From an optimization exercise on the open Yosys and OpenROAD flow, aimed at small area, a short achievable clock period and few clock cycles per item; shortcuts taken in it are not production practice. Function was checked by simulation only, so behaviour that the tests miss may differ from the original.

## flow/design.v (module list and top-level ports; edited modules follow where they fit)
// module multiplierBlock: 3369 lines
// module boothEnc: 8 lines
// module boothXor: 6 lines
// module boothSelN: 6 lines
// module boothSel: 6 lines
// module gpA: 7 lines
// module gA: 6 lines
// module gpO: 7 lines
// module gO: 6 lines
// module fullAdder: 7 lines
// module halfAdder: 7 lines
// module systolicArray: 24 lines
// module dataOrchestrator: 2 lines
// module matrixMultiplierSmall: 27 lines
module matrixMultiplierSmall #(
    parameter int WIDTH = 16,
    parameter int N = 3
)(
    input  logic        clk,
    input  logic        rst_n,
    input  logic        start,
    input  logic [N*N*WIDTH-1:0] matrixA,
    input  logic [N*N*WIDTH-1:0] matrixB,
    output logic [N*N*2*WIDTH-1:0] resultMatrix,
    output logic        done
);
  // ...
==> flow/flow/run.sh <==
#!/bin/bash
# The standard layout, with the ports buffered by buf_4 cells instead of the
# slow delay buffers buffer_ports picks by default.
set -e
cp standard.sh standard.sh.txt
echo "export BUFFER_PORTS_ARGS = -buffer_cell sky130_fd_sc_hd__buf_4" >> "$FLOW_CONFIG"
bash standard.sh > standard.log 2>&1
==> flow/standard.sh <==
#!/bin/bash
# synth_recipe.tcl (not shown) runs the flow's synth.tcl, then flattens the netlist and writes it again
# the make line also repeats each setting of config.mk as NAME=value (left out here)
make -C /OpenROAD-flow-scripts/flow DESIGN_CONFIG=/design/flow/config.mk WORK_HOME=/design/flow/orfs CLKGATE_MAP_FILE= SYNTH_SCRIPT=/design/flow/synth_recipe.tcl "${@:-finish}"
==> flow/config.mk <==
export PLATFORM = sky130hd
export DESIGN_NAME = matrixMultiplierSmall
export DESIGN_NICKNAME = matrixMultiplierSmall
export VERILOG_FILES = /design/flow/design.v
export SDC_FILE = /design/flow/constraint.sdc
export NUM_CORES = 4
export LEC_CHECK = 0
export CAP_MARGIN = 20
export CORE_MARGIN = 2
export CORE_UTILIZATION = 40
export GPL_TIMING_DRIVEN = 0
export PLACE_DENSITY = 0.6
export SETUP_SLACK_MARGIN = 0.3
export SLEW_MARGIN = 20
export SYNTH_HIERARCHICAL = 1
export BUFFER_PORTS_ARGS = -buffer_cell sky130_fd_sc_hd__buf_4
==> flow/constraint.sdc <==
create_clock -name core_clock -period 8.0 [get_ports {clk}]
set_input_delay 1.6000 -clock core_clock [delete_from_list [all_inputs] [get_ports {clk}]]
set_output_delay 1.6000 -clock core_clock [all_outputs]
set_load 0.01 [all_outputs]
==> out/qor.csv, run 1 <==
stage;metric;value;unit
finish;ratio of cells with drive above 1 in the final layout;16.9;%
die;Top Ports;580;
finish;number of inserted diodes;35;
synthesis;Synth Area in Adders;47.2;%
timing;smallest hold slack;1.06;ns
run;total of max-cap violations;0;
worst_setup_path;maximum fanout along the worst path;17;
routing;number of DRC violations after detailed routing;0;
die;Die Y;638;um
finish;combined area of the multi-input logic cells;152000;um^2
grt;GRT Overall Usage;32.5;%
routing;met3 layer wire length in the routed design;84700;um
routing;Routed WL per cell;31.6;um
synthesis;post-synthesis average cell area;10.5;um^2
grt;vias in the first global route;145000;
clock_tree;number of buffers inserted during clock tree synthesis;41;
grt;global-route track usage on met2;49.4;%
clock_tree;CTS resizes;326;
finish;commonest cells after routing, fill and taps aside;sky130_fd_sc_hd__xor2_1, sky130_fd_sc_hd__fa_1, sky130_fd_sc_hd__o22ai_1, sky130_fd_sc_hd__buf_4, sky130_fd_sc_hd__nor2_1;
die;initial cell density of the core;40.2;%
die;die area;406000;um^2
worst_setup_path;CP bufs+invs;2;
worst_setup_path;required arrival time at the worst endpoint;8.36;ns
synthesis;simple-gate area share of the yosys netlist;4.37;%
worst_setup_path;slowest stage cell on the critical path;sky130_fd_sc_hd__xor2_1;
worst_setup_path;delay of the slowest cell on the worst path;1.07;ns
synthesis;area leader, netlist;sky130_fd_sc_hd__fa_1;
clock_tree;post-CTS repair timing setup buffer count;78;
status;run status;complete, no violations;
die;number of well taps;5265;
worst_setup_path;CP cell instances;buf_4 > nor2_1 > a21oi_2 > o22ai_1 > fa_1 > fa_1 > fa_1 > fa_1 > fa_1 > fa_1 > fa_1 > inv_1 > a21oi_2 > o21ai_2 > a21oi_2 > xor2_1;
Testbench counts, summed over its fixed seeds: cycles 1,608, items 1,600.
==> run 2: changes to the inputs <==
--- a/flow/config.mk
+++ b/flow/config.mk
@@ -10,7 +10,7 @@
 export CORE_UTILIZATION = 40
 export GPL_TIMING_DRIVEN = 0
 export PLACE_DENSITY = 0.6
-export SETUP_SLACK_MARGIN = 0.3
+export SETUP_SLACK_MARGIN = 0.6
 export SLEW_MARGIN = 20
 export SYNTH_HIERARCHICAL = 1
 export BUFFER_PORTS_ARGS = -buffer_cell sky130_fd_sc_hd__buf_4
==> run 2 against run 1 <==
Via count rose by 2.8%. Hold slack gained 0.0075 ns. Synthesized area unchanged. Worst setup slack better by 0.19 ns.
==> out/qor.csv, run 2 <==
stage;metric;value;unit;change
synthesis;post-synthesis average cell area;10.5;um^2;unchanged
finish;commonest cells after routing, fill and taps aside;sky130_fd_sc_hd__xor2_1, sky130_fd_sc_hd__fa_1, sky130_fd_sc_hd__o22ai_1, sky130_fd_sc_hd__buf_4, sky130_fd_sc_hd__nor2_1;;
timing;min setup slack post-route;0.512;ns;
finish;Reg with most FFs;resultMatrix;;
finish;Net count, final;21400;;
timing;Max Freq;0.134;GHz;
synthesis;area of the mapped netlist;161000;um^2;
clock_tree;clk sink count;289;;
finish;largest registers ranked by flip-flop count;resultMatrix x288, done x1;;
timing;smallest hold slack;1.07;ns;+0.00755 ns
finish;ratio of cells with drive above 1 in the final layout;20.8;%;+3.8 points
timing;number of pins with negative max-slew slack in the final report;0;;
routing;number of detailed-route iterations in the first pass;10;;
die;Die X-Extent;638;um;
die;Die Y;638;um;unchanged
die;placeable core region;399000;um^2;
die;Rows;232;;
clock_tree;H-tree levels;2;;
synthesis;proportion of synthesized flip-flops having asynchronous set or reset;0;%;
routing;antenna violation net count after detailed routing;0;;
worst_setup_path;maximum fanout along the worst path;18;;+1
die;die area;406000;um^2;unchanged
timing;worst-margin pin slew;1.23;ns;
timing;Hold Vio Cnt, Final;0;;
routing;Total Routed Length;741000;um;
worst_setup_path;CP bufs+invs;4;;+2
worst_setup_path;Setup crit end kind;register;;
worst_setup_path;Arr. time, crit path;7.90;ns;
status;run status;complete, no violations;;
run;total of max-cap violations;0;;unchanged
timing;minimum clock period after layout;7.49;ns;
worst_setup_path;most frequent CP cell;sky130_fd_sc_hd__fa_1;;
timing;final period utilization;93.6;%;
synthesis;Post-synth top cells;sky130_fd_sc_hd__xor2_1, sky130_fd_sc_hd__fa_1, sky130_fd_sc_hd__o22ai_1, sky130_fd_sc_hd__nor2_1, sky130_fd_sc_hd__inv_1;;
worst_setup_path;required arrival time at the worst endpoint;8.41;ns;+0.05 ns
synthesis;library cell with the highest instance count after synthesis;sky130_fd_sc_hd__xor2_1;;
placement;final estimated routing congestion in global placement;0.989;;
clock_tree;root buffer cell;sky130_fd_sc_hd__clkbuf_16;;
worst_setup_path;crit start category;primary input;;
grt;vias in the first global route;151000;;+4.3%
worst_setup_path;CP cell instances;buf_16 > inv_1 > ha_1 > clkinvlp_4 > buf_4 > o22ai_1 > fa_1 > fa_1 > fa_1 > fa_1 > fa_1 > fa_1 > fa_1 > ha_1 > a21oi_2 > o21ai_2 > a21oi_2 > o21ai_2 > xnor2_1;;
placement;post-placement worst setup slack;-1.64;ns;
clock_tree;number of buffers inserted during clock tree synthesis;42;;+2.4%
worst_setup_path;critical path's top delay family;adder cells;;
routing;Routed WL per cell;33.0;um;+4.4%
finish;most common library cell in the layout ignoring fill and taps;sky130_fd_sc_hd__xor2_1;;
clock_tree;hold bufs inserted after CTS;0;;
grt;initial antenna violation count;41;;
synthesis;flops & latches, synth;289;;
grt;GRT Overall Usage;34.0;%;+1.5 points
routing;number of vias per cell after detailed routing;6.57;;
routing;via count;148000;;
synthesis;Synthesis Warnings;7;;
timing;final setup fails;0;;
grt;global-route congestion overflow total;0;;
clock_tree;clock transition time at the flip-flop clock pins of the worst setup and hold paths;0.06;ns;
die;initial cell density of the core;40.2;%;unchanged
clock_tree;CTS tree;done;;
synthesis;Post-synth EDFFs;288;;
die;Top Ports;580;;unchanged
routing;Iteration-0 DRC Markers;19100;;
synthesis;number of instances in the synthesized netlist;15200;;
timing;unrepaired setup endpoints after global routing;true;;
synthesis;count of distinct cell types in the synthesized netlist;20;;
synthesis;share of synthesized area occupied by flip-flops and latches;5.40;%;
worst_setup_path;Setup CP Type;in -> reg;;
placement;count of input and output buffers;579;;
finish;synth-to-layout area growth;19.4;%;
finish;number of flip-flops under the largest register name;288;;
synthesis;area share of the leading cell type in the synthesized netlist;43.7;%;
synthesis;predominant post-synthesis flop cell;sky130_fd_sc_hd__edfxtp_1;;
worst_setup_path;slowest stage cell on the critical path;sky130_fd_sc_hd__xnor2_1;;
placement;estimated wirelength of the detail-placed design;532000;um;
synthesis;cell types with the largest area share after synthesis;sky130_fd_sc_hd__fa_1, sky130_fd_sc_hd__xor2_1, sky130_fd_sc_hd__o22ai_1, sky130_fd_sc_hd__edfxtp_1, sky130_fd_sc_hd__ha_1;;
routing;number of DRC violations after detailed routing;0;;unchanged
grt;pin count of the biggest net entering global routing;85;;
timing;worst-case headroom to the max-slew limit;17.6;%;
synthesis;area leader, netlist;sky130_fd_sc_hd__fa_1;;
min_path;type of the most critical hold path;in -> reg;;
grt;first-pass GRT wire length;1020000;um;
clock_tree;Clock Tree Buf Depth;3;;
worst_setup_path;delay of the slowest cell on the worst path;0.76;ns;-0.31 ns
-- run 2: per-stage QoR --
step	TNS (ns)	area (um^2)	utilization [%]	cells
2_1_floorplan	0	162000	-	15400
3_3_place_gp	-261.81	173000	43.3	21300
3_5_place_dp	-218.34	173000	43.4	21300
4_1_cts	0	185000	46.3	22000
5_1_grt	0	192000	48.0	22400
6_report	0	192000	48.0	22400
-- run 2: worst paths after layout --
path / start / to / slack (ns) / cells past startpoint
worst min-delay path: rst_n / done / 1.07 / 2
worst max-delay path: matrixB[1] / resultMatrix[11] / 0.51 / 19
-- run 2: kinds of logic (layout without fill, tap and decap cells) --
| kind of cell | count (synthesis) | after routing | share of synthesized area [%] |
|---|---|---|---|
| AOI/OAI and AO/OA | 4923 | 4923 | 20.8 |
| DFF | 289 | 289 | 5.40 |
| and+or+nand+nor | 1567 | 1567 | 4.37 |
| buffers and inverters | 774 | 2495 | 1.85 |
| adders and majority gates | 3960 | 3960 | 47.2 |
| other | 18 | 228 | 0.0421 |
| xor gates and xnor gates | 3717 | 3717 | 20.3 |
-- run 2: Yosys stat by module, one instance, submodules excluded, a selection --
module	cells inside	cell area (um^2)	copies in the design
matrixMultiplierSmall	290	8670	1
fullAdder	1	20.0	3501
gA	1	8.76	135
gpO	2	12.5	378
boothSel	1	8.76	216
boothEnc	8	45.0	216
gpA	2	12.5	468
boothXor	1	8.76	3456
halfAdder	1	12.5	243
boothSelN	1	6.26	3456
gO	1	5.00	54
-- run 2: timing repair --
action | in CTS | in global routing
setup buffers | 606 | 337
gates cloned | 36 | 60
setup endpoints to repair | 217 | 179
pin swaps | 25 | 59
gates resized for setup | 717 | 553
-- run 2: routing by layer --
layer / GRT usage (%) / up-vias / wire length [um]
met5: 0.0945 / - / 816
met4: 21.9 / 67 / 68100
met3: 11.5 / 2903 / 94100
met2: 51.8 / 11200 / 319000
met1: 41.3 / 74600 / 258000
li1: - / 58700 / -
-- run 2: cell type report --
| class | count | area, um^2 |
|---|---|---|
| fillers | 37300 | 208000 |
| multi-input cells | 14400 | 154000 |
| repair buffers | 1629 | 16800 |
| flip-flops and latches | 289 | 8670 |
| well taps | 5265 | 6590 |
| inverters | 756 | 3650 |
| clock buffers | 50 | 1080 |
| clock inverters | 28 | 297 |
| plain buffers | 18 | 135 |
| repair inverters | 14 | 82.6 |
| diodes | 12 | 30.0 |

## what the ideal ports hide
The results above use ideal ports. As a check the final layouts listed here were re-extracted and re-timed, cells and wires unchanged. Step 1 assumes that a clkbuf_16 drives the clock port and a buf_2 every other input. Step 2 moves the port delays by t, midway between the first and last clock arrival at a register: inputs arrive t later, outputs are due t later. That takes back most of the time a late clock gives input paths. Slacks: ideal / step 1 / step 2; pairs: ideal / step 1.
run	t (ns)	slack for setup (ns)	hold WS [ns]	worst data-port slew with drivers (ns)	pins driven straight from the clock port
run 1	0.892	0.319 / 0.119 / -0.773	1.058 / 0.964 / 1.856	0.54	1
run 2	0.861	0.512 / 0.272 / -0.588	1.066 / 0.980 / 1.840	0.49	1
With both steps, setup timing fails in run 1 and run 2, where it was met with ideal ports. The setup slack of run 2, which loses most, moves by -0.240 ns with the drivers and by -1.100 ns with both steps.
